Background: an optimization exercise with open tools, aiming at small area and a short achievable clock period. Do not read the settings as production practice.
RTL that was checked went through simulation tests only; none was proved equivalent to the original.
For runs 4 and 5, only the layout was checked, not whether the RTL still works.
Power is estimated from default activity; no workload was simulated.

File: flow/design.v
`timescale 1ns / 1ps
module fp_logarithm(in_val, clk, ln_output, rst);
input  [31:0] in_val;
input         clk, rst;
output [31:0] ln_output;
localparam [20:0] K8 = 21'h162E43;    
reg [22:0] cM;
reg [7:0]  cE;
reg [3:0]  st;
reg signed [29:0] acc;
reg [31:0] outr;
reg        a2d;
reg [2:0]  h;
reg        nz1, two1, neg1, nz2, two2, neg2, holdr;
assign ln_output = outr;
always @(posedge clk) begin
  cM <= in_val[22:0];
  cE <= in_val[30:23];
  st <= st + 4'd1;
end
wire e127c = (cE == 8'd127);
wire subc  = ~cE[7] & ~(&cE[6:0]);           
wire [6:0] ev = subc ? ~cE[6:0] : (cE[6:0] + 7'd1);
reg  [2:0] msbev;
always @* begin
  casez (ev)
    7'b1??????: msbev = 3'd6;
    7'b01?????: msbev = 3'd5;
    7'b001????: msbev = 3'd4;
    7'b0001???: msbev = 3'd3;
    7'b00001??: msbev = 3'd2;
    7'b000001?: msbev = 3'd1;
    default:    msbev = 3'd0;
  endcase
end
wire [6:0] evn   = ev << (3'd6 - msbev);
wire       ovfc  = (evn >= 7'd93);
reg e127, e255, sub, ovf;
reg [2:0] delta;
always @(posedge clk) begin
  e127  <= e127c;
  e255  <= (cE == 8'd255);
  sub   <= subc;
  ovf   <= ovfc;
  delta <= msbev + {2'b0, ovfc};
end
wire [3:0]  ns   = st + 4'd1;
wire [24:0] mext = {1'b0, cM, 1'b0};
wire [8:0]  eext = {1'b0, evn, 1'b0};
reg  [4:0]  win;
reg         hnext;
always @* begin
  win = 5'd0;
  hnext = 1'b0;
  case (ns)
    4'd0: win = mext[4:0];
    4'd1: begin win = mext[8:4];   hnext = e127 & (cM[22:3]  == 20'd0); end
    4'd2: begin win = mext[12:8];  hnext = e127 & (cM[22:7]  == 16'd0); end
    4'd3: begin win = mext[16:12]; hnext = e127 & (cM[22:11] == 12'd0); end
    4'd4: begin win = mext[20:16]; hnext = e127 & (cM[22:15] == 8'd0);  end
    4'd5: begin win = mext[24:20]; hnext = e127 & (cM[22:19] == 4'd0);  end
    4'd11: win = e127 ? 5'd0 : eext[4:0];
    4'd12: win = e127 ? 5'd0 : eext[8:4];
    default: win = 5'd0;
  endcase
  if (hnext) win = 5'd0;
end
always @(posedge clk) begin
  nz1  <= ~((win[2] & win[1] & win[0]) | ~(win[2] | win[1] | win[0]));
  two1 <= (win[2] & ~win[1] & ~win[0]) | (~win[2] & win[1] & win[0]);
  neg1 <= win[2] & ~(win[1] & win[0]);
  nz2  <= ~((win[4] & win[3] & win[2]) | ~(win[4] | win[3] | win[2]));
  two2 <= (win[4] & ~win[3] & ~win[2]) | (~win[4] & win[3] & win[2]);
  neg2 <= win[4] & ~(win[3] & win[2]);
  holdr <= hnext;
end
wire isQ  = (st <= 4'd5);
wire isPA = (st == 4'd11);
wire isPB = (st == 4'd12);
wire isAl = (st >= 4'd6) & (st <= 4'd10);
wire c1   = isQ & ~cM[1];
reg [28:0] X;
always @* begin
  if (isQ)       X = {1'b1, ~cM[22:2], 7'b0};
  else if (isPA) X = ovf ? {8'b0, K8} : {7'b0, K8, 1'b0};
  else if (isPB) X = ovf ? {4'b0, K8, 4'b0} : {3'b0, K8, 5'b0};
  else           X = 29'd0;
end
wire [33:0] lowm = isQ ? 34'h7F : (isPB ? 34'hF : 34'h0);
wire [29:0] c1v  = {22'd0, c1, 7'd0};
wire [29:0] base1 = two1 ? ({X, 1'b0} | c1v) : (nz1 ? {1'b0, X} : 30'd0);
wire [29:0] base2 = two2 ? ({X, 1'b0} | c1v) : (nz2 ? {1'b0, X} : 30'd0);
wire [33:0] r1 = neg1 ? ({4'hF, ~base1} & ~lowm) : {4'h0, base1};
wire [33:0] r2 = neg2 ? ({4'hF, ~base2} & ~lowm) : {4'h0, base2};
wire a1 = nz1 & (neg1 ^ c1);
wire a2 = nz2 & (neg2 ^ c1);
wire [33:0] ex_a1 = isQ ? ({33'd0, a1} << 7) : (isPB ? ({33'd0, a1} << 4) : {33'd0, a1});
wire [33:0] ex_a2 = isPB ? ({33'd0, a2d} << 2) : ({33'd0, a2d} << 5);
wire [33:0] r2s = {r2[31:0], 2'b00} | ex_a1 | ex_a2;
wire mask = isPA & ~e127;
wire [29:0] acc_in = (st == 4'd0) ? 30'd0 :
                     mask ? {acc[29:4] ^ {26{sub}}, {4{sub}}} : acc;
wire cin = mask & sub;
wire [33:0] sum = {{4{acc_in[29]}}, acc_in} + r1 + r2s + {33'd0, cin};
wire ge24 = |acc[29:24];
reg [1:0] shs;  
always @* begin
  shs = 2'd0;
  if (isQ) shs = holdr ? 2'd0 : 2'd2;
  else if (isAl) begin
    if (e127) shs = (st != 4'd6 && ge24) ? 2'd1 : 2'd0;
    else case (st)
      4'd6: shs = delta[2] ? 2'd2 : 2'd0;
      4'd7, 4'd8: shs = delta[1] ? 2'd1 : 2'd0;
      4'd9: shs = delta[0] ? 2'd1 : 2'd0;
      default: shs = 2'd0;
    endcase
  end
  else if (isPB) shs = e127 ? 2'd0 : 2'd2;
end
always @(posedge clk) begin
  case (shs)
    2'd2:    acc <= sum[33:4];
    2'd1:    acc <= sum[30:1];
    default: acc <= sum[29:0];
  endcase
  a2d <= ((isQ & ~holdr) | isPA) ? a2 : 1'b0;
  if (st == 4'd0) h <= 3'd0;
  else if (isAl & e127 & (shs == 2'd1)) h <= h + 3'd1;
end
wire [24:0] xv = acc[24:0];
reg  [22:0] field;
reg  [1:0]  pofs;  
always @* begin
  if (xv[24])      begin field = xv[23:1];                  pofs = 2'd3; end
  else if (xv[23]) begin field = {xv[22:1], 1'b0};          pofs = 2'd2; end
  else if (xv[22]) begin field = {xv[21:1], 2'b00};         pofs = 2'd1; end
  else             begin field = {xv[20:1], 3'b000};        pofs = 2'd0; end
end
wire [2:0] z = {2'b0, cM[22:3] == 20'd0} + {2'b0, cM[22:7] == 16'd0} + {2'b0, cM[22:11] == 12'd0}
             + {2'b0, cM[22:15] == 8'd0} + {2'b0, cM[22:19] == 4'd0};
wire [7:0] expo = e127 ? (8'd120 - {3'b0, z, 2'b00} + {5'b0, h} + {6'b0, pofs})
                       : (8'd124 + {5'b0, delta} + {6'b0, pofs});
always @(posedge clk) begin
  if (st == 4'd13) begin
    if (e255)                    outr <= 32'hcf317216;
    else if (e127 && cM == 23'd0) outr <= 32'h00800000;
    else                         outr <= {sub, expo, field};
  end
end
endmodule
File: flow/run.sh
#!/bin/bash
# synth_recipe.tcl (not shown) runs the flow's synth.tcl, then flattens the netlist and writes it again
# the make line also repeats each setting of config.mk as NAME=value (left out here)
make -C /OpenROAD-flow-scripts/flow DESIGN_CONFIG=/design/flow/config.mk WORK_HOME=/design/flow/orfs CLKGATE_MAP_FILE= SYNTH_SCRIPT=/design/flow/synth_recipe.tcl finish
File: flow/config.mk
export PLATFORM = sky130hd
export DESIGN_NAME = fp_logarithm
export DESIGN_NICKNAME = fp_logarithm
export VERILOG_FILES = /design/flow/design.v
export SDC_FILE = /design/flow/constraint.sdc
export NUM_CORES = 4
export LEC_CHECK = 0
export CAP_MARGIN = 20
export CORE_MARGIN = 2
export CORE_UTILIZATION = 40
export SLEW_MARGIN = 20
File: flow/constraint.sdc
create_clock -name core_clock -period 16.0 [get_ports {clk}]
set_input_delay 3.2000 -clock core_clock [delete_from_list [all_inputs] [get_ports {clk}]]
set_output_delay 3.2000 -clock core_clock [all_outputs]
set_load 0.01 [all_outputs]
==> results of run 1 <==
## placed cells by master (no fill, tap or decap), types with 9 or more instances in the layout
master / n
a211oi_1: 12
a21o_1: 22
a21oi_1: 109
a221oi_1: 10
a22oi_1: 64
a31oi_1: 11
and2_1: 9
and3_1: 19
buf_4: 14
clkbuf_16: 18
clkdlybuf4s50_1: 63
dfxtp_1: 82
edfxtp_1: 32
fa_1: 36
ha_1: 60
inv_1: 87
mux2i_1: 35
nand2_1: 121
nand2b_1: 17
nand3_1: 17
nor2_1: 124
nor2b_1: 13
nor3_1: 20
o211ai_1: 13
o21ai_0: 67
o21bai_1: 17
or2_2: 9
xnor2_1: 66
xor2_1: 40
## where the power goes
part           internal (W)  total (W)  switching [W]
Combinational      0.000105   0.000250       0.000145
Clock              0.000233   0.000380       0.000146
Sequential         0.000320   0.000339      0.0000190
Total              0.000658   0.000969       0.000310
## per-stage QoR
step | std cells | utilization
floorplan | 1314 | -
global placement | 1644 | 0.438
detailed placement | 1644 | 0.438
CTS | 1676 | 0.461
global route | 1676 | 0.461
finish | 1677 | 0.461
## area by class of cell
class / instances / share of cell area
flip-flops and latches: 115 / 0.219
well taps: 335 / 0.0350
clock inverters: 10 / 0.00794
diodes: 1 / 0.000209
repair buffers: 77 / 0.0614
clock buffers: 22 / 0.0408
multi-input cells: 1029 / 0.608
inverters: 88 / 0.0276
## state kept, by name (all words and copies together), names as in the netlist, 3 cells and up
name and count:
outr 32, h 3, acc 30, delta 3, cM 23, st 4, cE 8
## worst max-delay path, stage by stage, from the launching register on
cell	delay (ns)
dfxtp_1	0.44
ha_1	0.37
nor2b_1	0.29
nand2_1	0.28
nor2_1	0.47
nand2_1	0.10
buf_4	0.29
xnor2_1	0.35
nand2_1	0.11
fa_1	0.51
inv_1	0.04
ha_1	0.42
and4_1	0.27
and2_0	0.32
nand3_1	0.20
o32a_1	0.36
o21ai_0	0.26
o21ai_0	0.34
mux2i_1	0.19
a221oi_1	0.34
a22oi_1	0.15
## layer usage
layer / vias to the layer above / track usage / part of all wire
li1: 4715 / - / -
met1: 4494 / 0.288 / 0.46
met4: 0 / 0.0772 / 0.030
met5: - / 0 / 0
met3: 39 / 0.0402 / 0.072
met2: 370 / 0.336 / 0.44
## kinds of logic (layout without fill, tap and decap cells)
family                     Yosys count  after routing  synth area share
DFF                                115            115             0.248
AOI/OAI and AO/OA                  400            400             0.252
muxes                               35             35            0.0331
other                                0              1                 0
buffers and inverters              170            197            0.0627
adders and majority gates           96             96             0.139
and+or+nand+nor                    391            391             0.175
xor gates and xnor gates           107            107            0.0894
## synthesized netlist by cell type, types with 4 or more instances
master | n | area [µm²]
o22ai_1 | 5 | 31.3
or2_2 | 9 | 56.3
a21o_1 | 22 | 165
o21bai_1 | 17 | 128
or3_1 | 4 | 25.0
a22oi_1 | 64 | 480
ha_1 | 60 | 751
fa_1 | 36 | 721
nor2b_1 | 13 | 81.3
o211ai_1 | 13 | 97.6
nand2_1 | 121 | 454
a2bb2oi_1 | 4 | 35.0
edfxtp_1 | 32 | 961
and3_1 | 19 | 119
o32ai_1 | 4 | 35.0
xor2_1 | 40 | 350
nand2b_1 | 17 | 106
xnor2_1 | 66 | 578
o21a_1 | 8 | 60.1
nor4_1 | 6 | 37.5
a21boi_0 | 4 | 30.0
a221oi_1 | 10 | 87.6
clkbuf_1 | 69 | 259
o21ai_0 | 67 | 335
buf_1 | 8 | 30.0
and2_1 | 9 | 56.3
a21oi_1 | 109 | 546
nor3b_1 | 4 | 30.0
mux2i_1 | 35 | 350
inv_1 | 87 | 327
a31oi_1 | 11 | 68.8
nand3_1 | 17 | 85.1
nand4_1 | 7 | 43.8
o221ai_1 | 4 | 35.0
dfxtp_1 | 83 | 1660
nor2_1 | 124 | 465
and2_0 | 4 | 25.0
nor3_1 | 20 | 100
a211oi_1 | 12 | 90.1
a221o_1 | 4 | 40.0
## how the worst max path moves through the flow
stage | depth (start not counted) | end | slack [ns]
2_1_floorplan | 22 | acc[28] | 10.92
3_3_place_gp | 20 | acc[29] | 9.84
3_5_place_dp | 20 | acc[29] | 9.77
4_1_cts | 20 | acc[29] | 9.74
5_1_grt | 20 | acc[27] | 9.22
6_report | 20 | acc[28] | 9.72
==> impl_metrics.toml, run 1 <==
[placed_design]
routabilityCongestion = 0.932
dp_slack_ns = 9.77
portBuffers = 63
place_area_um2 = 11400
dp_hpwl_mm = 22.9

[timing]
setup_violations = 0
tns_ns = 0
slew_headroom = 0.335
fin_skew_ns = 0.0111
holdWs_ns = 0.534
max_slew.worst_pin.slew_ns = 0.997
setup_slack_ns = 9.72
max_freq_mhz = 159
rsz0062_at_grt = "false"
drv_slew = 0
fin_crit_ns = 6.28
hold_violations = 0
fin_crit_sh = 0.393

[clock_network]
cts_root_buffer = "clkbuf_16"
clk_latency_ns = 0.43
cts_buffers = 17
cts_setup_buffers = 0
path_clk_slew_ns = 0.06
h-tree-depth = 4
cts.sinks = 115
cts_hold_buf = 0
cts_tree = "done"
ctsResizeCount = 0
clockBufferDepth = 2

[detailed_routing]
post-route-drc-count = 0
drt_pre_antenna_iters = 5
routed_wl_mm = 29.9
ant_nets = 0
vias = 9618
wire_per_inst_um = 17.8
drt-initial-drc-count = 769
drt-vias-per-instance = 5.74

[yosys]
synth-edff-count = 32
syn_area_per_cell_um2 = 8.04
synthArstFlopShare = 0
ys.flop_type = "dfxtp_1"
yosysWarnings = 1
synth_nets = 1444
syn_area_um2 = 10600
ys_seq_area_frac = 0.248
ys_ff_latch = 115
yosysUniqueCellTypes = 83
synth_cells = 1314

[grt]
grt_remaining_overflow = 0
grt_start_max_net_pins = 50
grt_pass1_wl_mm = 47.5
antenna_found_initial = 1
grt_use_total = 0.212
grt_pass1_vias = 8974

[final_layout]
drive_gt1_frac = 0.0522
multiInputGateArea_um2 = 7280
fill_cells = 2604
area_growth_pct = 13.3
register_area_um2 = 2620
postLayoutCellArea_um2 = 12000
nets = 1458

[critical_path]
end_kind = "flip-flop"
setup.worst_path.start = "st[1]"
r2r_slack_ns = 9.72
r2r_cells = 20
reg2reg_from = "st[1]"
cp.required_ns = 16.26
crit_type = "flip-flop to flip-flop"
crit_fanout = 31
critPathArrivalTime_ns = 6.55
start_kind = "flip-flop"
r2r-end = "acc[28]"

[hold_path]
whs_endpoint = "st[0]"
hp-start = "st[0]"
whs_path_depth = 1
hold_path_class = "flip-flop to flip-flop"

[floorplanning]
die_h_um = 167
io_pins = 66
start_util = 0.407
num_rows = 59
die_x_um = 167
die_area_um2 = 27700
coreArea_um2 = 26000

[flow_run]
drv_cap = 0

[pwr]
power_density_nw_per_um2 = 80.9
power.total_w = 0.000969
p_leak_nw = 5.02
irDropWorstVdd_uv = 71.8

[run_status]
status = "finished clean"
==> inputs of run 2 (changes only) <==
--- a/flow/design.v
+++ b/flow/design.v
@@ -75,8 +75,12 @@
   holdr <= hnext;
 end
-wire isQ  = (st <= 4'd5);
-wire isPA = (st == 4'd11);
-wire isPB = (st == 4'd12);
-wire isAl = (st >= 4'd6) & (st <= 4'd10);
+reg isQ, isPA, isPB, isS0, isOut;
+always @(posedge clk) begin
+  isQ   <= (ns <= 4'd5);
+  isPA  <= (ns == 4'd11);
+  isPB  <= (ns == 4'd12);
+  isS0  <= (ns == 4'd0);
+  isOut <= (ns == 4'd13);
+end
 wire c1   = isQ & ~cM[1];
 reg [28:0] X;
@@ -99,24 +103,30 @@
 wire [33:0] r2s = {r2[31:0], 2'b00} | ex_a1 | ex_a2;
 wire mask = isPA & ~e127;
-wire [29:0] acc_in = (st == 4'd0) ? 30'd0 :
+wire [29:0] acc_in = isS0 ? 30'd0 :
                      mask ? {acc[29:4] ^ {26{sub}}, {4{sub}}} : acc;
 wire cin = mask & sub;
-wire [33:0] sum = {{4{acc_in[29]}}, acc_in} + r1 + r2s + {33'd0, cin};
+wire [33:0] opa = {{4{acc_in[29]}}, acc_in};
+wire [33:0] csa_s = opa ^ r1 ^ r2s;
+wire [33:0] csa_c = {(opa[32:0] & r1[32:0]) | (opa[32:0] & r2s[32:0]) | (r1[32:0] & r2s[32:0]), 1'b0};
+wire [33:0] sum = csa_s + csa_c + {33'd0, cin};
+reg [1:0] shn, shr;
+reg e127al;
+always @* begin
+  shn = 2'd0;
+  if (ns <= 4'd5) shn = hnext ? 2'd0 : 2'd2;
+  else if (~e127) case (ns)
+    4'd6:  shn = delta[2] ? 2'd2 : 2'd0;
+    4'd7, 4'd8: shn = delta[1] ? 2'd1 : 2'd0;
+    4'd9:  shn = delta[0] ? 2'd1 : 2'd0;
+    4'd12: shn = 2'd2;
+    default: shn = 2'd0;
+  endcase
+end
+always @(posedge clk) begin
+  shr    <= shn;
+  e127al <= e127 & (ns >= 4'd7) & (ns <= 4'd10);
+end
 wire ge24 = |acc[29:24];
-reg [1:0] shs;  
-always @* begin
-  shs = 2'd0;
-  if (isQ) shs = holdr ? 2'd0 : 2'd2;
-  else if (isAl) begin
-    if (e127) shs = (st != 4'd6 && ge24) ? 2'd1 : 2'd0;
-    else case (st)
-      4'd6: shs = delta[2] ? 2'd2 : 2'd0;
-      4'd7, 4'd8: shs = delta[1] ? 2'd1 : 2'd0;
-      4'd9: shs = delta[0] ? 2'd1 : 2'd0;
-      default: shs = 2'd0;
-    endcase
-  end
-  else if (isPB) shs = e127 ? 2'd0 : 2'd2;
-end
+wire [1:0] shs = e127al ? {1'b0, ge24} : shr;
 always @(posedge clk) begin
   case (shs)
@@ -126,6 +136,6 @@
   endcase
   a2d <= ((isQ & ~holdr) | isPA) ? a2 : 1'b0;
-  if (st == 4'd0) h <= 3'd0;
-  else if (isAl & e127 & (shs == 2'd1)) h <= h + 3'd1;
+  if (isS0) h <= 3'd0;
+  else if (e127al & ge24) h <= h + 3'd1;
 end
 wire [24:0] xv = acc[24:0];
@@ -143,5 +153,5 @@
                        : (8'd124 + {5'b0, delta} + {6'b0, pofs});
 always @(posedge clk) begin
-  if (st == 4'd13) begin
+  if (isOut) begin
     if (e255)                    outr <= 32'hcf317216;
     else if (e127 && cM == 23'd0) outr <= 32'h00800000;
--- a/flow/config.mk
+++ b/flow/config.mk
@@ -6,4 +6,5 @@
 export NUM_CORES = 4
 export LEC_CHECK = 0
+export ABC_AREA = 1
 export CAP_MARGIN = 20
 export CORE_MARGIN = 2
==> run 2 against run 1 <==
- still clean on timing, DRC and antenna
- worst setup slack gained 1.1 ns
- routed wire length grew 5.7%
- hold slack lost 0.096 ns
- fmax grew 20%
- sequential share of layout area grew 1.3 points
- critical path type unchanged
==> impl_metrics.toml, run 2 <==
[pwr]
intPower_w = 0.000802
p_sw_w = 0.000611
irDropWorstVdd_uv = 51.5
power_density_nw_per_um2 = 118
p_clk_frac = 0.265
seq_power_share = 0.290
p_comb_frac = 0.445
p_leak_nw = 5.40
swShare = 0.432

[placed_design]
portBuffers = 63
routabilityCongestion = 0.962
dp_hpwl_mm = 25.2

[detailed_routing]
ant_nets = 0
post-route-drc-count = 0
routed_wl_mm = 31.6
drt-vias-per-instance = 5.35
drt-initial-drc-count = 734
wire_per_inst_um = 16.8
drt_pre_antenna_iters = 5
vias = 10000

[final_layout]
reg.largest.list = "outr: 32 flops, acc: 30 flops, cM: 23 flops"
largest_reg_flops = 32
fin_util = 0.463
area_growth_pct = 14.4
nets = 1655
drive_gt1_frac = 0.0552
most-common-layout-cells = "nand2_1, inv_1, nor2_1"
regMostFlops = "outr"
final_common_cell = "nand2_1"

[floorplanning]
num_rows = 59
start_util = 0.404
die_h_um = 166
coreArea_um2 = 25900
io_pins = 66
die_x_um = 166
die_area_um2 = 27500

[yosys]
ys_ff_latch = 123
ys.flop_type = "dfxtp_1"
synth_most_common_cell = "nand2_1"
yosysUniqueCellTypes = 51
yosys.area.top_type_share = 0.174
yosysWarnings = 1
synth-edff-count = 32
synth_nets = 1610
synthArstFlopShare = 0
synth_cells = 1482
synth_area_leader_cell = "dfxtp_1"
synth_commonest_cells = "nand2_1, inv_1, nor2_1"
synth_area_leaders = "dfxtp_1, nand2_1, edfxtp_1, ha_1, fa_1"
syn_area_um2 = 10500
ys_seq_area_frac = 0.266
syn_area_per_cell_um2 = 7.07

[grt]
grt_start_max_net_pins = 44
grt_pass1_wl_mm = 50.0
grt_remaining_overflow = 0
antenna_found_initial = 0
grt_pass1_vias = 9408
grt_use_total = 0.228

[clock_network]
cts_root_buffer = "clkbuf_16"
cts_hold_buf = 0
clockBufferDepth = 2
cts_buffers = 17
ctsResizeCount = 0
cts_tree = "done"
path_clk_slew_ns = 0.07
h-tree-depth = 4
cts.sinks = 123
clk_latency_ns = 0.44
cts_setup_buffers = 0

[critical_path]
start_kind = "flip-flop"
reg2reg_from = "isQ"
crit_chain = "inv_1 > o21ai_0 > o22ai_1 > xor2_1 > fa_1 > inv_1 > ha_1 > nand2_1 > inv_1 > a21oi_1 > a21boi_0 > nand2_1 > a21oi_1 > o21ai_0 > or2_2 > a21oi_1 > a31oi_1"
end_kind = "flip-flop"
cp.required_ns = 16.31
crit_type = "flip-flop to flip-flop"
path_buf_inv = 3
crit_end = "acc[21]"
r2r_slack_ns = 10.77
worst_path_max_delay_cell = "dfxtp_1"
crit_cells = 17
crit_fanout = 22
path_delay_family = "compound AO/OA/AOI/OAI gates"
critPathArrivalTime_ns = 5.54
r2r_cells = 17
setup.worst_path.start = "isQ"
slowest_delay_ns = 0.84
r2r-end = "acc[21]"

[timing]
setup_violations = 0
drv_slew = 0
fin_skew_ns = 0.0112
max_slew.worst_pin.slew_ns = 0.998
hold_violations = 0
tns_ns = 0
holdWs_ns = 0.438
fin_crit_ns = 5.23
fin_crit_sh = 0.327
max_freq_mhz = 191
slew_headroom = 0.333
rsz0062_at_grt = "false"

[flow_run]
drv_cap = 0

[run_status]
status = "finished clean"

[hold_path]
hold_path_class = "flip-flop to flip-flop"
run 2: changes by cell type in the layout (fill, tap and decap cells not counted), moves of 35 or more:
cell | previous run | this run
xnor2_1 | 66 | 7
o22ai_1 | 5 | 70
nand3_1 | 17 | 80
nand2_1 | 121 | 282
a22oi_1 | 64 | 1
o21ai_0 | 67 | 104
inv_1 | 87 | 191
mux2i_1 | 35 | 0
run 2: cell families (layout without fill, tap and decap cells):
group | count (synthesis) | count (layout) | synth area share
simple gates | 576 | 576 | 0.241
compound gates | 358 | 358 | 0.197
buf+inv | 253 | 311 | 0.0909
flops | 123 | 123 | 0.266
fa+ha+maj | 94 | 94 | 0.138
xor+xnor | 78 | 78 | 0.0670
other cells | 0 | 1 | 0
run 2: per-layer routing:
metal  up-vias  global-route usage  part of all wire
li1       5087                   -                 -
met1      4538               0.315              0.47
met2       360               0.374              0.45
met3        52              0.0281             0.059
met4         0              0.0677             0.020
met5         -                   0                 0
run 2: worst min-delay path by stage:
stage | startpoint | end | slack [ns] | depth (start not counted)
finish | holdr | a2d | 0.44 | 1
global route | holdr | a2d | 0.47 | 1
CTS | holdr | a2d | 0.44 | 1
detailed placement | holdr | a2d | 0.42 | 1
global placement | holdr | a2d | 0.42 | 1
floorplan | holdr | a2d | 0.41 | 1
run 2: stage by stage:
| step | cell area (µm²) | total power (W) | instances | setup slack, ns |
|---|---|---|---|---|
| 5_1_grt | 12000 | 0.00152 | 1875 | 10.36 |
| 3_5_place_dp | 11400 | 0.00103 | 1843 | 10.86 |
| 2_1_floorplan | 10500 | 0.000870 | 1482 | 12.06 |
| 3_3_place_gp | 11400 | 0.00103 | 1843 | 10.87 |
| 6_report | 12000 | 0.00141 | 1876 | 10.77 |
| 4_1_cts | 12000 | 0.00141 | 1875 | 10.83 |
run 2: power by group through the flow:
stage / combinational [W] / sequential [W] / clock (W)
after global placement: 0.000614 / 0.000415 / 0
after CTS: 0.000620 / 0.000409 / 0.000381
after global routing: 0.000713 / 0.000413 / 0.000394
after detailed placement: 0.000615 / 0.000416 / 0
after floorplan: 0.000469 / 0.000401 / 0
final: 0.000628 / 0.000410 / 0.000375
run 2: layout make-up:
type,instances,area (µm²)
inverters,205,772
diodes,1,2.50
clock buffers,17,425
well taps,335,419
fillers,2605,13900
flip-flops and latches,123,2780
clock inverters,15,128
repair buffers,74,713
multi-input cells,1106,6750
==> inputs of run 3 (changes only) <==
--- a/flow/config.mk
+++ b/flow/config.mk
@@ -9,4 +9,4 @@
 export CAP_MARGIN = 20
 export CORE_MARGIN = 2
-export CORE_UTILIZATION = 40
+export CORE_UTILIZATION = 65
 export SLEW_MARGIN = 20
==> run 3 against run 2 <==
- worst setup slack gained 0.14 ns
- clock skew is 0.0058 ns higher
- combinational power hardly changed
- total power rose by 0.86%
- core utilization grew 28 points
- global-route usage rose by 12 points
- fmax is 2.8% higher
- non-clock buffer count is 2 lower
- synthesized area is the same
- via count increased by 6.0%
- count of clock-buffer cells in the layout up 2
- critical path type unchanged
- critical endpoint is now acc[23]
==> impl_metrics.toml, run 3 <==
[critical_path]
cp.required_ns = 16.22
r2r_cells = 22
r2r_slack_ns = 10.91
start_kind = "flip-flop"
end_kind = "flip-flop"
cpMostUsedCell = "nand2_1"
crit_type = "flip-flop to flip-flop"
worst_path_max_delay_cell = "clkinv_1"
r2r-end = "acc[23]"
crit_cells = 22
path_buf_inv = 4
critPathArrivalTime_ns = 5.31
path_delay_family = "simple AND/OR/NAND/NOR gates"
crit_fanout = 22
crit_chain = "buf_4 > clkinv_1 > nor2_1 > inv_1 > nand2_1 > o21ai_0 > fa_1 > inv_1 > ha_1 > nand2_1 > nand3_1 > a21oi_1 > o21ai_1 > nand2_1 > nand2_1 > a21boi_1 > o21ai_0 > or2_2 > nand3_1 > nand2_1 > nand2_1 > o21ai_0"
setup.worst_path.start = "neg1"
slowest_delay_ns = 0.64
reg2reg_from = "neg1"
crit_end = "acc[23]"

[hold_path]
hp-start = "holdr"
hold_path_class = "flip-flop to flip-flop"

[yosys]
synth_xor_area_frac = 0.0670
syn_area_per_cell_um2 = 7.07
synth_area_leader_cell = "dfxtp_1"
yosys.area.top_type_share = 0.174
synth_cells = 1482
synth-edff-count = 32
yosys.area_share.adder = 0.138
ys_seq_area_frac = 0.266
synth_mux_area_frac = 0
yosysWarnings = 1
synth-simple-area-share = 0.241
synthArstFlopShare = 0
ys_ff_latch = 123
ys.flop_type = "dfxtp_1"
synth_compound_area_frac = 0.197
yosysUniqueCellTypes = 51
synth_nets = 1610
synth_area_leaders = "dfxtp_1, nand2_1, edfxtp_1, ha_1, fa_1"
synth_most_common_cell = "nand2_1"
synth_commonest_cells = "nand2_1, inv_1, nor2_1"
syn_area_um2 = 10500
synth_top_family_by_area = "simple AND/OR/NAND/NOR gates"

[grt]
grt_use_total = 0.352
grt_start_max_net_pins = 53
grt_pass1_vias = 9065
grt_remaining_overflow = 0
antenna_found_initial = 0
grt_pass1_wl_mm = 46.5

[detailed_routing]
drt_pre_antenna_iters = 6
wire_per_inst_um = 17.3
top_layer_used = "met4"
vias = 10600
post-route-drc-count = 0
drt-vias-per-instance = 6.06
wl_met1_mm = 12.4
dr_wl_met3_mm = 2.49
routed_wl_mm = 30.3
dr_wl_met2_mm = 14.3
drt-initial-drc-count = 1339
ant_nets = 0

[clock_network]
cts_buffers = 17
cts_hold_buf = 0
cts_setup_buffers = 0
clk_latency_ns = 0.43
cts_root_buffer = "clkbuf_16"
cts_tree = "done"
path_clk_slew_ns = 0.06
ctsResizeCount = 0
clockBufferDepth = 2
cts.sinks = 123
h-tree-depth = 4

[pwr]
power_density_nw_per_um2 = 121
irDropWorstVdd_uv = 79.6
p_leak_nw = 5.39

[timing]
drv_slew = 0
fin_crit_ns = 5.09
rsz0062_at_grt = "false"
hold_violations = 0
fin_crit_sh = 0.318
slew_headroom = 0.371
max_slew.worst_pin.slew_ns = 0.940
tns_ns = 0
max_freq_mhz = 196
fin_skew_ns = 0.0170
setup_violations = 0

[final_layout]
largest_reg_flops = 32
fin_util = 0.747
regMostFlops = "outr"
final_common_cell = "nand2_1"
drive_gt1_frac = 0.0533
fill_cells = 1263
nets = 1653
most-common-layout-cells = "nand2_1, inv_1, nor2_1"
reg.largest.list = "outr: 32 flops, acc: 30 flops, cM: 23 flops"
diodes = 0
area_growth_pct = 12.9

[placed_design]
dp_hpwl_mm = 23.2
routabilityCongestion = 1.03
portBuffers = 63

[floorplanning]
die_area_um2 = 17200
die_x_um = 131
coreArea_um2 = 15800
io_pins = 66
start_util = 0.662
num_rows = 46
die_h_um = 131

[flow_run]
drv_cap = 0

[run_status]
status = "finished clean"
-- run 3: metrics by stage --
step	cell area [µm²]	hold WS, ns	cells	setup slack [ns]	total power [W]
3_5_place_dp	11300	0.431	1722	11.02	0.00103
6_report	11800	0.462	1754	10.91	0.00143
5_1_grt	11800	0.494	1754	10.40	0.00151
3_3_place_gp	11300	0.415	1722	11.10	0.00102
2_1_floorplan	10500	0.406	1482	12.06	0.000870
4_1_cts	11800	0.446	1754	11.01	0.00140
-- run 3: kinds of logic (layout without fill, tap and decap cells) --
group                    Yosys count  count (layout)
AO/OA/AOI/OAI                    358             358
XOR/XNOR                          78              78
adder cells (fa/ha/maj)           94              94
buffers and inverters            253             309
flip-flops                       123             123
AND/OR/NAND/NOR                  576             576
-- run 3: area by class of cell --
class                   count  area, µm²  share of cell area
clock inverters            13        105             0.00889
well taps                 216        270              0.0228
repair buffers             72        698              0.0590
flip-flops and latches    123       2780               0.235
inverters                 205        772              0.0653
clock buffers              19        454              0.0384
multi-input cells        1106       6750               0.570
-- run 3: worst reg2reg max path, stage by stage, from the launching register on --
cell and delay (ns):
dfxtp_1 0.32, buf_4 0.32, clkinv_1 0.65, nor2_1 0.37
inv_1 0.11, nand2_1 0.07, o21ai_0 0.11, fa_1 0.53
inv_1 0.04, ha_1 0.34, nand2_1 0.12, nand3_1 0.12
a21oi_1 0.22, o21ai_1 0.16, nand2_1 0.09, nand2_1 0.12
a21boi_1 0.28, o21ai_0 0.17, or2_2 0.32, nand3_1 0.08
nand2_1 0.06, nand2_1 0.05, o21ai_0 0.22
-- run 3: layer usage --
metal | vias up | track usage
li1 | 5084 | -
met1 | 4857 | 0.466
met2 | 606 | 0.574
met3 | 90 | 0.0566
met4 | 0 | 0.143
met5 | - | 0
-- run 3: power by group --
part | total [W] | internal [W] | switching, W
Sequential | 0.000422 | 0.000375 | 0.0000473
Clock | 0.000373 | 0.000211 | 0.000161
Combinational | 0.000631 | 0.000223 | 0.000407
-- run 3: worst min-delay path by stage --
stage / slack, ns / end / cells after the start
6_report: 0.46 / a2d / 1
3_5_place_dp: 0.43 / a2d / 1
5_1_grt: 0.49 / a2d / 1
4_1_cts: 0.45 / a2d / 1
2_1_floorplan: 0.41 / a2d / 1
3_3_place_gp: 0.42 / a2d / 1
==> inputs of run 4 (changes only) <==
--- a/flow/design.v
+++ b/flow/design.v
@@ -8,5 +8,5 @@
 reg [7:0]  cE;
 reg [3:0]  st;
-reg signed [29:0] acc;
+reg [33:0] accr;    
 reg [31:0] outr;
 reg        a2d;
@@ -103,6 +103,6 @@
 wire [33:0] r2s = {r2[31:0], 2'b00} | ex_a1 | ex_a2;
 wire mask = isPA & ~e127;
-wire [29:0] acc_in = isS0 ? 30'd0 :
-                     mask ? {acc[29:4] ^ {26{sub}}, {4{sub}}} : acc;
+wire [29:0] acc = ({30{sel4}} & accr[33:4]) | ({30{sel1}} & accr[30:1]) | ({30{sel0}} & accr[29:0]);
+wire [29:0] acc_in = {acc[29:4] ^ {26{xsub}}, lowf ? {4{sub}} : acc[3:0]};
 wire cin = mask & sub;
 wire [33:0] opa = {{4{acc_in[29]}}, acc_in};
@@ -129,10 +129,12 @@
 wire ge24 = |acc[29:24];
 wire [1:0] shs = e127al ? {1'b0, ge24} : shr;
+reg sel4, sel1, sel0, xsub, lowf;
 always @(posedge clk) begin
-  case (shs)
-    2'd2:    acc <= sum[33:4];
-    2'd1:    acc <= sum[30:1];
-    default: acc <= sum[29:0];
-  endcase
+  accr <= sum;
+  sel4 <= (shs == 2'd2) & (ns != 4'd0);
+  sel1 <= (shs == 2'd1) & (ns != 4'd0);
+  sel0 <= (shs == 2'd0) & (ns != 4'd0);
+  xsub <= (ns == 4'd11) & ~e127 & sub;
+  lowf <= (ns == 4'd11) & ~e127;
   a2d <= ((isQ & ~holdr) | isPA) ? a2 : 1'b0;
   if (isS0) h <= 3'd0;
==> run 4 against run 3 <==
- still clean
- critical path depth is 4 lower
- design area is 1.0% lower
- fmax is 2.0% lower
- clock power is 14% higher
- register-to-register slack worse by 0.10 ns
- die area is 1.7% lower
- final cell count is 5.9% lower
- synthesized area is 1.8% lower
- core utilization hardly changed
- synthesized cell count is 6.9% lower
- total power is 36% lower
- sequential share of layout area is 1.8 points higher
- highest routed layer unchanged
==> impl_metrics.toml, run 4 <==
[yosys]
yosys.area.top_type_share = 0.194
syn_area_per_cell_um2 = 7.46
ys_seq_area_frac = 0.288
synth_commonest_cells = "nand2_1, inv_1, dfxtp_1"
synth_nets = 1506
syn_area_um2 = 10300
synth-edff-count = 32
yosysUniqueCellTypes = 51
synthArstFlopShare = 0
synth_area_leaders = "dfxtp_1, edfxtp_1, nand2_1, xor2_1, fa_1"
synth_area_leader_cell = "dfxtp_1"
ys_ff_latch = 132
ys.flop_type = "dfxtp_1"
synth_cells = 1380
synth_most_common_cell = "nand2_1"
yosysWarnings = 1

[timing]
fin_crit_sh = 0.325
hold_violations = 0
holdWs_ns = 0.431
max_slew.worst_pin.slew_ns = 1.04
fin_skew_ns = 0.0103
slew_headroom = 0.304
drv_slew = 0
fin_crit_ns = 5.19
rsz0062_at_grt = "false"
setup_slack_ns = 10.81
tns_ns = 0
max_freq_mhz = 193
setup_violations = 0

[final_layout]
most-common-layout-cells = "nand2_1, inv_1, a21oi_1"
area_growth_pct = 13.7
instances_no_fill = 1650
nets = 1547
diodes = 0
regMostFlops = "accr"
reg.largest.list = "accr: 34 flops, outr: 32 flops, cM: 23 flops"
drive_gt1_frac = 0.0551
largest_reg_flops = 34
final_common_cell = "nand2_1"

[critical_path]
setup.worst_path.start = "isQ"
end_kind = "flip-flop"
start_kind = "flip-flop"
critPathArrivalTime_ns = 5.52
cp.required_ns = 16.32
crit_type = "flip-flop to flip-flop"
reg2reg_from = "isQ"
crit_fanout = 24

[detailed_routing]
drt-initial-drc-count = 1075
post-route-drc-count = 0
wire_per_inst_um = 17.3
drt-vias-per-instance = 5.96
drt_pre_antenna_iters = 7
ant_nets = 0
routed_wl_mm = 28.6
vias = 9828

[grt]
grt_start_max_net_pins = 36
antenna_found_initial = 0
grt_use_total = 0.349
grt_pass1_vias = 9160
grt_remaining_overflow = 0
grt_pass1_wl_mm = 45.6

[clock_network]
cts.sinks = 132
clk_latency_ns = 0.44
cts_setup_buffers = 0
cts_buffers = 17
cts_tree = "done"
clockBufferDepth = 2
h-tree-depth = 4
ctsResizeCount = 0
path_clk_slew_ns = 0.06
cts_root_buffer = "clkbuf_16"
cts_hold_buf = 0

[placed_design]
portBuffers = 63
routabilityCongestion = 0.948
dp_slack_ns = 11.16
dp_hpwl_mm = 21.5
placed_cells = 1618

[floorplanning]
io_pins = 66
start_util = 0.658
coreArea_um2 = 15700
die_area_um2 = 16900
die_h_um = 130
die_x_um = 130
num_rows = 46

[pwr]
irDropWorstVdd_uv = 104
p_clk_frac = 0.468
p_sw_w = 0.000242
p_comb_frac = 0.125
swShare = 0.267
seq_power_share = 0.407
power_density_nw_per_um2 = 77.6
p_leak_nw = 5.37
intPower_w = 0.000666

[hold_path]
hp-start = "holdr"
hold_path_class = "flip-flop to flip-flop"

[run_status]
status = "finished clean"

[flow_run]
drv_cap = 0
-- run 4: cell types whose count changed after synthesis, sizes merged, moves of 6 or more --
cell,delta
o21ai,-12
o21bai,-6
xor2,+28
dfxtp,+9
xnor2,+11
o22ai,-12
a31oi,-18
or2,-9
nand3,-12
a21boi,-6
nor2,-35
nand2,-28
-- run 4: through the flow --
step / power (W) / cell area [µm²] / util
after floorplan: 0.000454 / 10300 / -
after global placement: 0.000483 / 11100 / 0.707
after detailed placement: 0.000486 / 11100 / 0.707
after CTS: 0.000908 / 11700 / 0.748
after global routing: 0.000940 / 11700 / 0.748
final: 0.000908 / 11700 / 0.748
-- run 4: power by group through the flow --
stage,clock network (W),logic [W],registers (W)
after floorplan,0,0.0000838,0.000370
after global placement,0,0.000107,0.000375
after detailed placement,0,0.000110,0.000376
after CTS,0.000427,0.000112,0.000369
after global routing,0.000443,0.000127,0.000371
final,0.000425,0.000113,0.000369
-- run 4: logic make-up after synthesis --
group,after synthesis,share of synthesized area
flops,132,0.288
compound gates,310,0.174
simple gates,484,0.208
xor+xnor,117,0.102
buf+inv,245,0.0897
fa+ha+maj,92,0.138
-- run 4: worst paths after layout --
check	to	slack, ns	cells past startpoint
max	accr[32]	10.81	18
min reg2reg	a2d	0.43	1
max reg2reg	accr[32]	10.81	18
min	a2d	0.43	1
-- run 4: layout make-up --
type	count	area, µm²
Fill cell	1254	3950
Timing Repair Buffer	69	676
Sequential cell	132	2970
Tap cell	216	270
Clock inverter	14	201
Clock buffer	18	439
Multi-Input combinational cell	1003	6410
Inverter	198	743
-- run 4: worst max-delay path, stage by stage, from the launching register on --
cell,delay (ns)
dfxtp_1,0.71
inv_1,0.49
nand2_1,0.26
nor2_1,0.09
a21oi_1,0.33
o22ai_1,0.17
xor2_1,0.27
fa_1,0.45
ha_1,0.38
nand2_1,0.09
inv_1,0.08
nand3_1,0.08
nor2_1,0.15
a21oi_1,0.15
o21ai_0,0.43
nand2_1,0.12
a21oi_1,0.49
a21oi_1,0.18
xnor2_1,0.16
-- run 4: routing by layer --
metal | global-route usage | vias to the layer above | routed length [µm]
li1 | - | 4688 | -
met1 | 0.467 | 4556 | 12200
met2 | 0.558 | 519 | 13200
met3 | 0.0759 | 65 | 2370
met4 | 0.130 | 0 | 929
met5 | 0 | - | 0
==> inputs of run 5 (changes only) <==
--- a/flow/design.v
+++ b/flow/design.v
@@ -5,5 +5,7 @@
 output [31:0] ln_output;
 localparam [20:0] K8 = 21'h162E43;    
-reg [22:0] cM;
+reg [28:0] cX;     
+reg [1:0]  m10;    
+wire [22:0] cM = {~cX[27:7], m10};
 reg [7:0]  cE;
 reg [3:0]  st;
@@ -12,8 +14,9 @@
 reg        a2d;
 reg [2:0]  h;
-reg        nz1, two1, neg1, nz2, two2, neg2, holdr;
+reg        one1, two1, neg1, one2, two2, neg2, holdr;
+reg        one1n, two1n, neg1n, one2n, two2n, neg2n;
 assign ln_output = outr;
 always @(posedge clk) begin
-  cM <= in_val[22:0];
+  m10 <= in_val[1:0];
   cE <= in_val[30:23];
   st <= st + 4'd1;
@@ -46,4 +49,11 @@
 end
 wire [3:0]  ns   = st + 4'd1;
+wire ldPA = (ns == 4'd11);
+wire ldPB = (ns == 4'd12);
+always @(posedge clk) begin
+  if (ldPA)      cX <= ovf ? {8'b0, K8} : {7'b0, K8, 1'b0};
+  else if (ldPB) cX <= ovf ? {4'b0, K8, 4'b0} : {3'b0, K8, 5'b0};
+  else           cX <= {1'b1, ~in_val[22:2], 7'b0};
+end
 wire [24:0] mext = {1'b0, cM, 1'b0};
 wire [8:0]  eext = {1'b0, evn, 1'b0};
@@ -67,10 +77,16 @@
 end
 always @(posedge clk) begin
-  nz1  <= ~((win[2] & win[1] & win[0]) | ~(win[2] | win[1] | win[0]));
+  one1 <= win[1] ^ win[0];
   two1 <= (win[2] & ~win[1] & ~win[0]) | (~win[2] & win[1] & win[0]);
   neg1 <= win[2] & ~(win[1] & win[0]);
-  nz2  <= ~((win[4] & win[3] & win[2]) | ~(win[4] | win[3] | win[2]));
+  one2 <= win[3] ^ win[2];
   two2 <= (win[4] & ~win[3] & ~win[2]) | (~win[4] & win[3] & win[2]);
   neg2 <= win[4] & ~(win[3] & win[2]);
+  one1n <= ~(win[1] ^ win[0]);
+  two1n <= ~((win[2] & ~win[1] & ~win[0]) | (~win[2] & win[1] & win[0]));
+  neg1n <= ~(win[2] & ~(win[1] & win[0]));
+  one2n <= ~(win[3] ^ win[2]);
+  two2n <= ~((win[4] & ~win[3] & ~win[2]) | (~win[4] & win[3] & win[2]));
+  neg2n <= ~(win[4] & ~(win[3] & win[2]));
   holdr <= hnext;
 end
@@ -83,20 +99,20 @@
   isOut <= (ns == 4'd13);
 end
-wire c1   = isQ & ~cM[1];
-reg [28:0] X;
-always @* begin
-  if (isQ)       X = {1'b1, ~cM[22:2], 7'b0};
-  else if (isPA) X = ovf ? {8'b0, K8} : {7'b0, K8, 1'b0};
-  else if (isPB) X = ovf ? {4'b0, K8, 4'b0} : {3'b0, K8, 5'b0};
-  else           X = 29'd0;
-end
+wire c1 = isQ & ~m10[1];
+wire [28:0] X = cX;
 wire [33:0] lowm = isQ ? 34'h7F : (isPB ? 34'hF : 34'h0);
 wire [29:0] c1v  = {22'd0, c1, 7'd0};
-wire [29:0] base1 = two1 ? ({X, 1'b0} | c1v) : (nz1 ? {1'b0, X} : 30'd0);
-wire [29:0] base2 = two2 ? ({X, 1'b0} | c1v) : (nz2 ? {1'b0, X} : 30'd0);
-wire [33:0] r1 = neg1 ? ({4'hF, ~base1} & ~lowm) : {4'h0, base1};
-wire [33:0] r2 = neg2 ? ({4'hF, ~base2} & ~lowm) : {4'h0, base2};
-wire a1 = nz1 & (neg1 ^ c1);
-wire a2 = nz2 & (neg2 ^ c1);
+wire [29:0] one1v = {{15{~one1n}}, {15{one1}}};
+wire [29:0] two1v = {{15{~two1n}}, {15{two1}}};
+wire [29:0] neg1v = {{15{~neg1n}}, {15{neg1}}};
+wire [29:0] one2v = {{15{~one2n}}, {15{one2}}};
+wire [29:0] two2v = {{15{~two2n}}, {15{two2}}};
+wire [29:0] neg2v = {{15{~neg2n}}, {15{neg2}}};
+wire [29:0] base1 = (one1v & {1'b0, X}) | (two1v & ({X, 1'b0} | c1v));
+wire [29:0] base2 = (one2v & {1'b0, X}) | (two2v & ({X, 1'b0} | c1v));
+wire [33:0] r1 = {{4{~neg1n}}, base1 ^ (neg1v & ~lowm[29:0])};
+wire [33:0] r2 = {{4{~neg2n}}, base2 ^ (neg2v & ~lowm[29:0])};
+wire a1 = (one1 | two1) & (neg1 ^ c1);
+wire a2 = (one2 | two2) & (neg2 ^ c1);
 wire [33:0] ex_a1 = isQ ? ({33'd0, a1} << 7) : (isPB ? ({33'd0, a1} << 4) : {33'd0, a1});
 wire [33:0] ex_a2 = isPB ? ({33'd0, a2d} << 2) : ({33'd0, a2d} << 5);
@@ -108,6 +124,6 @@
 wire [33:0] opa = {{4{acc_in[29]}}, acc_in};
 wire [33:0] csa_s = opa ^ r1 ^ r2s;
-wire [33:0] csa_c = {(opa[32:0] & r1[32:0]) | (opa[32:0] & r2s[32:0]) | (r1[32:0] & r2s[32:0]), 1'b0};
-wire [33:0] sum = csa_s + csa_c + {33'd0, cin};
+wire [33:0] csa_c = {(opa[32:0] & r1[32:0]) | (opa[32:0] & r2s[32:0]) | (r1[32:0] & r2s[32:0]), cin};
+wire [33:0] sum = csa_s + csa_c;
 reg [1:0] shn, shr;
 reg e127al;
==> run 5 against run 4 <==
- fmax up 10%
- worst setup slack better by 0.47 ns
- synthesized cell count up 4.6%
- sequential share of layout area up 1.2 points
- critical path depth down 1
- largest cell class unchanged
- via count down 0.24%
- synthesized area up 4.1%
- register-to-register slack better by 0.47 ns
- first-iteration DRC count down 22%
- sequential power up 25%
- total power up 24%
- still clean on timing, DRC and antenna
- highest routed layer unchanged
==> impl_metrics.toml, run 5 <==
[timing]
drv_slew = 0
fin_crit_ns = 4.72
hold_violations = 0
setup_slack_ns = 11.28
slew_headroom = 0.242
rsz0062_at_grt = "false"
max_slew.worst_pin.slew_ns = 1.14
max_freq_mhz = 212
setup_violations = 0
tns_ns = 0
fin_crit_sh = 0.295
fin_skew_ns = 0.00975

[clock_network]
cts_buffers = 17
cts_tree = "done"
cts_hold_buf = 0
clk_latency_ns = 0.43
cts_setup_buffers = 0
path_clk_slew_ns = 0.06
cts_root_buffer = "clkbuf_16"
cts.sinks = 144
ctsResizeCount = 0
clockBufferDepth = 2
h-tree-depth = 4

[hold_path]
hold_path_class = "flip-flop to flip-flop"

[flow_run]
drv_cap = 0

[final_layout]
most-common-layout-cells = "nand2_1, inv_1, dfxtp_1"
largest_reg_flops = 34
drive_gt1_frac = 0.0532
fill_cells = 1305
final_common_cell = "nand2_1"
nets = 1619
postLayoutCellArea_um2 = 12100
area_growth_pct = 12.8
reg.largest.list = "accr: 34 flops, outr: 32 flops, cX: 28 flops"
regMostFlops = "accr"

[floorplanning]
die_area_um2 = 17500
start_util = 0.670
io_pins = 66
coreArea_um2 = 16000
die_h_um = 132
die_x_um = 132
num_rows = 46

[yosys]
synth_mux_area_frac = 0
synth-simple-area-share = 0.212
synth_area_leader_cell = "dfxtp_1"
synth_cells = 1443
syn_area_um2 = 10700
synth_most_common_cell = "nand2_1"
synth_area_leaders = "dfxtp_1, nand2_1, edfxtp_1, xor2_1, inv_1"
yosysWarnings = 1
ys.flop_type = "dfxtp_1"
yosys.area.top_type_share = 0.209
syn_area_per_cell_um2 = 7.43
synth_nets = 1571
synthArstFlopShare = 0
synth_compound_area_frac = 0.146
ys_seq_area_frac = 0.299
synth_commonest_cells = "nand2_1, inv_1, dfxtp_1"
yosys.area_share.adder = 0.135
synth_xor_area_frac = 0.105
yosysUniqueCellTypes = 55
ys_ff_latch = 144
synth_top_family_by_area = "simple AND/OR/NAND/NOR gates"
synth-edff-count = 32

[critical_path]
worst_path_max_delay_cell = "dfxtp_1"
crit_type = "flip-flop to flip-flop"
path_buf_inv = 1
path_delay_family = "compound AO/OA/AOI/OAI gates"
critPathArrivalTime_ns = 5.07
end_kind = "flip-flop"
slowest_delay_ns = 1.07
cpMostUsedCell = "nand2_1"
crit_fanout = 30
start_kind = "flip-flop"
crit_chain = "nand2_1 > nand3_1 > o21ai_0 > fa_1 > inv_1 > ha_1 > nand3_1 > nand2_1 > a21oi_1 > nor2_1 > o22ai_1 > o21ai_0 > a21boi_0 > o21ai_0 > nand2_1 > nand2_1 > xor2_1"
cp.required_ns = 16.35

[pwr]
p_leak_nw = 5.79
power_density_nw_per_um2 = 92.8
irDropWorstVdd_uv = 79.4
power.total_w = 0.00112

[detailed_routing]
drt_pre_antenna_iters = 6
drt-vias-per-instance = 5.70
drt-initial-drc-count = 837
wire_per_inst_um = 15.4
vias = 9804
routed_wl_mm = 26.5
ant_nets = 0
post-route-drc-count = 0

[grt]
antenna_found_initial = 0
grt_pass1_wl_mm = 43.7
grt_start_max_net_pins = 33
grt_pass1_vias = 9103
grt_use_total = 0.308
grt_remaining_overflow = 0

[placed_design]
dp_hpwl_mm = 20.8
routabilityCongestion = 0.942
dp_slack_ns = 11.51
portBuffers = 63
place_area_um2 = 11500

[run_status]
status = "finished clean"
## run 5: cell count changes after synthesis, sizes merged, moves of 12 or more
cell | before | now
o211ai | 16 | 3
nand2 | 265 | 302
inv | 195 | 250
a211oi | 3 | 15
dfxtp | 100 | 112
o21ai | 95 | 81
a21oi | 99 | 67
## run 5: final timing paths
| path | from | end | slack (ns) | depth (start not counted) |
|---|---|---|---|---|
| setup / recovery | sel4 | accr[24] | 11.28 | 17 |
| hold / removal | isS0 | h[0] | 0.46 | 1 |
| setup reg to reg | sel4 | accr[24] | 11.28 | 17 |
| hold reg to reg | isS0 | h[0] | 0.46 | 1 |
## run 5: layout make-up
cell class	count	area, µm²	area share
multi-input cells	1008	6410	0.531
flip-flops and latches	144	3200	0.265
inverters	253	955	0.0790
repair buffers	67	661	0.0547
clock buffers	20	458	0.0379
well taps	216	270	0.0224
clock inverters	12	123	0.0101
diodes	1	2.50	0.000207
## run 5: cells by family (layout without fill, tap and decap cells)
family | Yosys count | after routing
AO/OA/AOI/OAI | 266 | 266
flip-flops | 144 | 144
other | 0 | 1
adder cells (fa/ha/maj) | 94 | 94
AND/OR/NAND/NOR | 523 | 523
XOR/XNOR | 125 | 125
buffers and inverters | 291 | 352
## run 5: layer usage
layer	routed length, µm	share of wire	vias to the layer above	global-route usage
met4	942	0.036	0	0.128
met1	11300	0.42	4485	0.395
li1	-	-	4785	-
met3	1880	0.071	86	0.0515
met5	0	0	-	0
met2	12400	0.47	448	0.514
## run 5: report_power, final
group | switching (W) | internal (W)
sequential | 0.0000401 | 0.000422
combinational | 0.000166 | 0.000102
clock | 0.000165 | 0.000227
total | 0.000371 | 0.000750
## run 5: through the flow
step                cells   util  hold WS, ns
CTS                  1720  0.755        0.448
global placement     1688  0.719        0.439
finish               1721  0.755        0.457
detailed placement   1688  0.719        0.440
global route         1720  0.755        0.478
floorplan            1443      -        0.413
==> inputs of run 6 (changes only) <==
--- a/flow/design.v
+++ b/flow/design.v
@@ -14,4 +14,5 @@
 reg        a2d;
 reg [2:0]  h;
+reg        sel4, sel1, sel0, sel4n, sel1n, sel0n, xsub, lowf;
 reg        one1, two1, neg1, one2, two2, neg2, holdr;
 reg        one1n, two1n, neg1n, one2n, two2n, neg2n;
@@ -119,5 +120,8 @@
 wire [33:0] r2s = {r2[31:0], 2'b00} | ex_a1 | ex_a2;
 wire mask = isPA & ~e127;
-wire [29:0] acc = ({30{sel4}} & accr[33:4]) | ({30{sel1}} & accr[30:1]) | ({30{sel0}} & accr[29:0]);
+wire [29:0] s4v = {{15{~sel4n}}, {15{sel4}}};
+wire [29:0] s1v = {{15{~sel1n}}, {15{sel1}}};
+wire [29:0] s0v = {{15{~sel0n}}, {15{sel0}}};
+wire [29:0] acc = (s4v & accr[33:4]) | (s1v & accr[30:1]) | (s0v & accr[29:0]);
 wire [29:0] acc_in = {acc[29:4] ^ {26{xsub}}, lowf ? {4{sub}} : acc[3:0]};
 wire cin = mask & sub;
@@ -145,5 +149,4 @@
 wire ge24 = |acc[29:24];
 wire [1:0] shs = e127al ? {1'b0, ge24} : shr;
-reg sel4, sel1, sel0, xsub, lowf;
 always @(posedge clk) begin
   accr <= sum;
@@ -151,4 +154,7 @@
   sel1 <= (shs == 2'd1) & (ns != 4'd0);
   sel0 <= (shs == 2'd0) & (ns != 4'd0);
+  sel4n <= ~((shs == 2'd2) & (ns != 4'd0));
+  sel1n <= ~((shs == 2'd1) & (ns != 4'd0));
+  sel0n <= ~((shs == 2'd0) & (ns != 4'd0));
   xsub <= (ns == 4'd11) & ~e127 & sub;
   lowf <= (ns == 4'd11) & ~e127;
==> run 6 against run 5 <==
- fmax is 4.6% higher
- design area hardly changed
- hold slack better by 0.0016 ns
- count of clock-buffer cells in the layout is 1 lower
- die area stayed put
- critical endpoint is now ln_output[20]
- highest routed layer unchanged
==> impl_metrics.toml, run 6 <==
[run_status]
status = "finished clean"

[timing]
fin_crit_sh = 0.282
max_slew.worst_pin.slew_ns = 0.954
fin_crit_ns = 4.51
setup_slack_ns = 11.49
fin_skew_ns = 0.00954
hold_violations = 0
max_freq_mhz = 222
drv_slew = 0
setup_violations = 0
slew_headroom = 0.363
rsz0062_at_grt = "false"
tns_ns = 0

[final_layout]
final_common_cell = "nand2_1"
diodes = 0
largest_reg_flops = 34
reg.largest.list = "accr: 34 flops, outr: 32 flops, cX: 28 flops"
most-common-layout-cells = "nand2_1, inv_1, dfxtp_1"
drive_gt1_frac = 0.0524
regMostFlops = "accr"
area_growth_pct = 12.8
nets = 1603

[yosys]
yosys.area.top_type_share = 0.215
synth_area_leaders = "dfxtp_1, nand2_1, edfxtp_1, xor2_1, inv_1"
ys_ff_latch = 147
syn_area_per_cell_um2 = 7.53
ys_seq_area_frac = 0.304
yosysWarnings = 1
yosysUniqueCellTypes = 50
synth_compound_area_frac = 0.156
synth_nets = 1552
synthArstFlopShare = 0
synth_top_family_by_area = "simple AND/OR/NAND/NOR gates"
synth-edff-count = 32
synth_area_leader_cell = "dfxtp_1"
syn_area_um2 = 10700
yosys.area_share.adder = 0.135
synth_cells = 1424
synth_mux_area_frac = 0
synth_most_common_cell = "nand2_1"
synth_xor_area_frac = 0.106
synth-simple-area-share = 0.207
ys.flop_type = "dfxtp_1"
synth_commonest_cells = "nand2_1, inv_1, dfxtp_1"

[clock_network]
ctsResizeCount = 0
clk_latency_ns = 0.43
cts.sinks = 147
cts_tree = "done"
cts_root_buffer = "clkbuf_16"
cts_buffers = 17
path_clk_slew_ns = 0.06
h-tree-depth = 4
cts_hold_buf = 0
cts_setup_buffers = 0
clockBufferDepth = 2

[critical_path]
setup.worst_path.start = "outr[20]"
crit_type = "flip-flop to output pin"
crit_fanout = 1
start_kind = "flip-flop"
end_kind = "output pin"
path_buf_inv = 1
critPathArrivalTime_ns = 1.31
worst_path_max_delay_cell = "clkdlybuf4s50_1"
cp.required_ns = 12.80
path_delay_family = "buffers and inverters"
reg2reg_from = "neg1"
slowest_delay_ns = 0.54
crit_chain = "clkdlybuf4s50_1"

[pwr]
seq_power_share = 0.351
p_leak_nw = 5.68
p_sw_w = 0.000531
irDropWorstVdd_uv = 91.6
intPower_w = 0.000873
p_clk_frac = 0.275
power_density_nw_per_um2 = 116
swShare = 0.378
p_comb_frac = 0.374

[detailed_routing]
drt_pre_antenna_iters = 6
ant_nets = 0
vias = 9842
wire_per_inst_um = 15.8
drt-vias-per-instance = 5.78
drt-initial-drc-count = 976
routed_wl_mm = 26.9
post-route-drc-count = 0

[grt]
grt_pass1_vias = 9040
grt_start_max_net_pins = 38
antenna_found_initial = 0
grt_remaining_overflow = 0
grt_use_total = 0.312
grt_pass1_wl_mm = 44.2

[placed_design]
dp_hpwl_mm = 21.3
dp_slack_ns = 11.78
portBuffers = 63
routabilityCongestion = 0.955

[hold_path]
hold_path_class = "flip-flop to flip-flop"
hp-start = "isS0"

[flow_run]
drv_cap = 0

[floorplanning]
coreArea_um2 = 16000
die_area_um2 = 17500
num_rows = 46
die_h_um = 132
io_pins = 66
die_x_um = 132
start_util = 0.670
[run 6: cell count changes after synthesis, sizes merged, moves of 5 or more]
cell / delta
o211ai: +12
xor2: -5
nand2: -21
o21ai: +10
nor3: +12
xnor2: +5
a211oi: -9
inv: -26
a21oi: +12
buf: -6
[run 6: final timing paths]
kind / cells after the start / slack, ns / to
setup reg to reg: 18 / 11.73 / accr[32]
setup / recovery: 1 / 11.49 / ln_output[20]
hold / removal: 1 / 0.46 / h[0]
hold reg to reg: 1 / 0.46 / h[0]
[run 6: logic make-up after synthesis]
group | after synthesis
buffers and inverters | 261
adder cells (fa/ha/maj) | 94
AND/OR/NAND/NOR | 509
flip-flops | 147
XOR/XNOR | 125
AO/OA/AOI/OAI | 288
[run 6: per-stage QoR]
| step | hold WS, ns | instance area (µm²) | instances | utilization | total power (W) |
|---|---|---|---|---|---|
| after detailed placement | 0.441 | 11500 | 1672 | 0.720 | 0.00100 |
| after global routing | 0.501 | 12100 | 1704 | 0.756 | 0.00149 |
| after global placement | 0.436 | 11500 | 1672 | 0.720 | 0.000990 |
| after floorplan | 0.413 | 10700 | 1424 | - | 0.000878 |
| after CTS | 0.456 | 12100 | 1704 | 0.756 | 0.00139 |
| final | 0.458 | 12100 | 1704 | 0.756 | 0.00140 |
[run 6: per-layer routing]
metal / routed length [µm] / global-route usage / vias to the layer above
li1: - / - / 4806
met1: 11700 / 0.423 / 4511
met2: 12300 / 0.505 / 466
met3: 2220 / 0.0600 / 59
met4: 666 / 0.103 / 0
met5: 0 / 0 / -
[run 6: area by class of cell]
| cell class | count | area (µm²) |
|---|---|---|
| Clock buffer | 19 | 433 |
| Clock inverter | 13 | 135 |
| Fill cell | 1292 | 3910 |
| Inverter | 226 | 850 |
| Multi-Input combinational cell | 1016 | 6480 |
| Sequential cell | 147 | 3260 |
| Tap cell | 216 | 270 |
| Timing Repair Buffer | 67 | 661 |
[run 6: power groups by stage]
stage	sequential (W)	clock [W]	combinational, W
after detailed placement	0.000497	0	0.000506
after global placement	0.000495	0	0.000494
final	0.000493	0.000386	0.000526
after global routing	0.000498	0.000406	0.000586
after CTS	0.000490	0.000388	0.000514
after floorplan	0.000480	0	0.000398
==> inputs of run 7 (changes only) <==
==> flow/flow/run.sh (new file) <==
#!/bin/bash
set -e
ls -la > files.log 2>&1
cp standard.sh standard_sh.copy.log 2>/dev/null || true
export BUFFER_PORTS_ARGS="-buffer_cell sky130_fd_sc_hd__buf_2"
bash standard.sh > standard.log 2>&1
==> flow/standard.sh (new file) <==
#!/bin/bash
# synth_recipe.tcl (not shown) runs the flow's synth.tcl, then flattens the netlist and writes it again
# the make line also repeats each setting of config.mk as NAME=value (left out here)
make -C /OpenROAD-flow-scripts/flow DESIGN_CONFIG=/design/flow/config.mk WORK_HOME=/design/flow/orfs CLKGATE_MAP_FILE= SYNTH_SCRIPT=/design/flow/synth_recipe.tcl "${@:-finish}"
--- a/flow/config.mk
+++ b/flow/config.mk
@@ -10,3 +10,4 @@
 export CORE_MARGIN = 2
 export CORE_UTILIZATION = 65
+export GPL_TIMING_DRIVEN = 1
 export SLEW_MARGIN = 20
removed: flow/run.sh
==> run 7 against run 6 <==
- largest cell class unchanged
- highest routed layer unchanged
- synthesized area did not move
- still clean on timing, DRC and antenna
- via count shrank 1.2%
- design area down 1.8%
- routed wire length is 0.28% lower
- die area is the same
- count of clock-buffer cells in the layout unchanged
- global-route usage grew 0.23 points
==> impl_metrics.toml, run 7 <==
[run_status]
status = "finished clean"

[yosys]
synth-edff-count = 32
synth_cells = 1424
syn_area_per_cell_um2 = 7.53
ys_seq_area_frac = 0.304
yosysWarnings = 1
synth_commonest_cells = "nand2_1, inv_1, dfxtp_1"
syn_area_um2 = 10700
synth_area_leader_cell = "dfxtp_1"
synth_nets = 1552
synth_area_leaders = "dfxtp_1, nand2_1, edfxtp_1, xor2_1, inv_1"
ys.flop_type = "dfxtp_1"
synthArstFlopShare = 0
yosysUniqueCellTypes = 50
ys_ff_latch = 147
synth_most_common_cell = "nand2_1"
yosys.area.top_type_share = 0.215

[clock_network]
cts_buffers = 17
cts_hold_buf = 0
cts_root_buffer = "clkbuf_16"
clk_latency_ns = 0.44
path_clk_slew_ns = 0.06
cts_tree = "done"
cts.sinks = 147
cts_setup_buffers = 0
clockBufferDepth = 2
h-tree-depth = 4
ctsResizeCount = 0

[floorplanning]
die_h_um = 132
start_util = 0.670
io_pins = 66
die_area_um2 = 17500
die_x_um = 132
num_rows = 46
coreArea_um2 = 16000

[grt]
grt_busiest_layer = "met2"
met1_usage = 0.426
grt_remaining_overflow = 0
grt_pass1_wl_mm = 44.1
grt_use_total = 0.315
grtUsageMet3 = 0.0515
grt_util_met2 = 0.509
grt_pass1_vias = 9082
antenna_found_initial = 0
grt_start_max_net_pins = 38

[pwr]
p_leak_nw = 5.68
irDropWorstVdd_uv = 93.1
power_density_nw_per_um2 = 122

[detailed_routing]
drt-vias-per-instance = 5.71
routed_wl_mm = 26.9
drt-initial-drc-count = 785
ant_nets = 0
vias = 9725
drt_pre_antenna_iters = 5
post-route-drc-count = 0
wire_per_inst_um = 15.8

[critical_path]
cp.required_ns = 16.32
crit_fanout = 9
start_kind = "flip-flop"
path_delay_family = "simple AND/OR/NAND/NOR gates"
path_buf_inv = 2
crit_type = "flip-flop to flip-flop"
cpMostUsedCell = "nand2_1"
end_kind = "flip-flop"
slowest_delay_ns = 0.52
worst_path_max_delay_cell = "fa_1"
crit_chain = "inv_2 > nor2_1 > nand2_1 > xor2_1 > fa_1 > ha_1 > inv_1 > fa_1 > o21ai_0 > a21o_1 > nand2_1 > nand2_1 > nand3_1 > nand2_1 > nand3_1 > nand3_1 > a31oi_1 > xor2_1"
critPathArrivalTime_ns = 4.56

[final_layout]
final_common_cell = "nand2_1"
drive_gt1_frac = 0.0974
area_growth_pct = 10.8
largest_reg_flops = 34
most-common-layout-cells = "nand2_1, inv_1, dfxtp_1"
fill_cells = 1303
nets = 1603
diodes = 0
reg.largest.list = "accr: 34 flops, outr: 32 flops, cX: 28 flops"
fin_util = 0.742
regMostFlops = "accr"

[timing]
setup_violations = 0
slew_headroom = 0.312
fin_skew_ns = 0.0107
rsz0062_at_grt = "false"
max_freq_mhz = 236
hold_violations = 0
tns_ns = 0
drv_slew = 0
max_slew.worst_pin.slew_ns = 1.03
fin_crit_sh = 0.265
fin_crit_ns = 4.24

[hold_path]
hold_path_class = "flip-flop to flip-flop"

[placed_design]
dp_hpwl_mm = 21.3
routabilityCongestion = 0.944
portBuffers = 63

[flow_run]
drv_cap = 0
-- run 7: where the power goes --
part	switching (W)	total (W)	internal [W]
Combinational	0.000320	0.000514	0.000195
Clock	0.000166	0.000447	0.000282
Sequential	0.0000463	0.000492	0.000445
Total	0.000532	0.00145	0.000921
-- run 7: worst reg2reg max path: stages, from the launching register on --
cell and delay (ns):
dfxtp_1 0.37, inv_2 0.13, nor2_1 0.36, nand2_1 0.24, xor2_1 0.21, fa_1 0.52
ha_1 0.25, inv_1 0.09, fa_1 0.41, o21ai_0 0.29, a21o_1 0.15, nand2_1 0.05
nand2_1 0.17, nand3_1 0.10, nand2_1 0.19, nand3_1 0.10, nand3_1 0.21, a31oi_1 0.14
xor2_1 0.15
-- run 7: cell type report --
type | instances | area [µm²] | share of cell area
flip-flops and latches | 147 | 3260 | 0.275
well taps | 216 | 270 | 0.0228
inverters | 226 | 850 | 0.0716
clock inverters | 13 | 191 | 0.0161
clock buffers | 19 | 475 | 0.0400
repair buffers | 67 | 345 | 0.0291
multi-input cells | 1016 | 6480 | 0.546
-- run 7: stage by stage --
step | power (W) | hold slack (ns) | std cells | setup slack, ns | area, µm²
after floorplan | 0.000878 | 0.413 | 1424 | 12.41 | 10700
after global placement | 0.000988 | 0.436 | 1672 | 11.84 | 11200
after detailed placement | 0.000999 | 0.469 | 1672 | 11.80 | 11200
after CTS | 0.00145 | 0.482 | 1704 | 11.81 | 11900
after global routing | 0.00154 | 0.505 | 1704 | 11.50 | 11900
final | 0.00145 | 0.477 | 1704 | 11.76 | 11900
-- run 7: cells by family after synthesis --
group,synth area share
and+or+nand+nor,0.207
AOI/OAI and AO/OA,0.156
buffers and inverters,0.0917
DFF,0.304
xor gates and xnor gates,0.106
adders and majority gates,0.135
-- run 7: metal layers --
layer / share of wire / wire [µm]
met1: 0.45 / 12100
met5: 0 / 0
met4: 0.024 / 656
met2: 0.45 / 12200
met3: 0.072 / 1930
-- run 7: worst paths after layout --
| check | startpoint | cells after the start | slack, ns | end |
|---|---|---|---|---|
| max | neg1 | 18 | 11.76 | accr[32] |
| min | isS0 | 1 | 0.48 | h[1] |
| max reg2reg | neg1 | 18 | 11.76 | accr[32] |
| min reg2reg | isS0 | 1 | 0.48 | h[1] |

re-timing with driven ports:
Ports are ideal in the flow. The routed layouts listed here were re-timed in OpenROAD.
Step 1 sets driving cells, clkbuf_16 on the clock port and buf_2 on the other inputs (assumed; they add their load-dependent delay and slew).
Step 2 times the ports against the registers' clock, not the clock port: input delays grow and output delays shrink by t, the midpoint of the rising clock arrivals with the driver on.
a / b / c = no drivers / after step 1 / after step 2; a / b = the first two.
run	t, ns	setup slack, ns
run 1	0.472	9.716 / 9.716 / 9.716
run 2	0.484	10.769 / 10.769 / 10.769
run 3	0.469	10.910 / 10.910 / 10.910
run 4	0.479	10.807 / 10.807 / 10.807
run 5	0.469	11.278 / 11.278 / 11.278
run 6	0.470	11.487 / 11.441 / 11.728
run 7	0.476	11.758 / 11.758 / 11.758
After both steps every run listed still meets setup and hold.
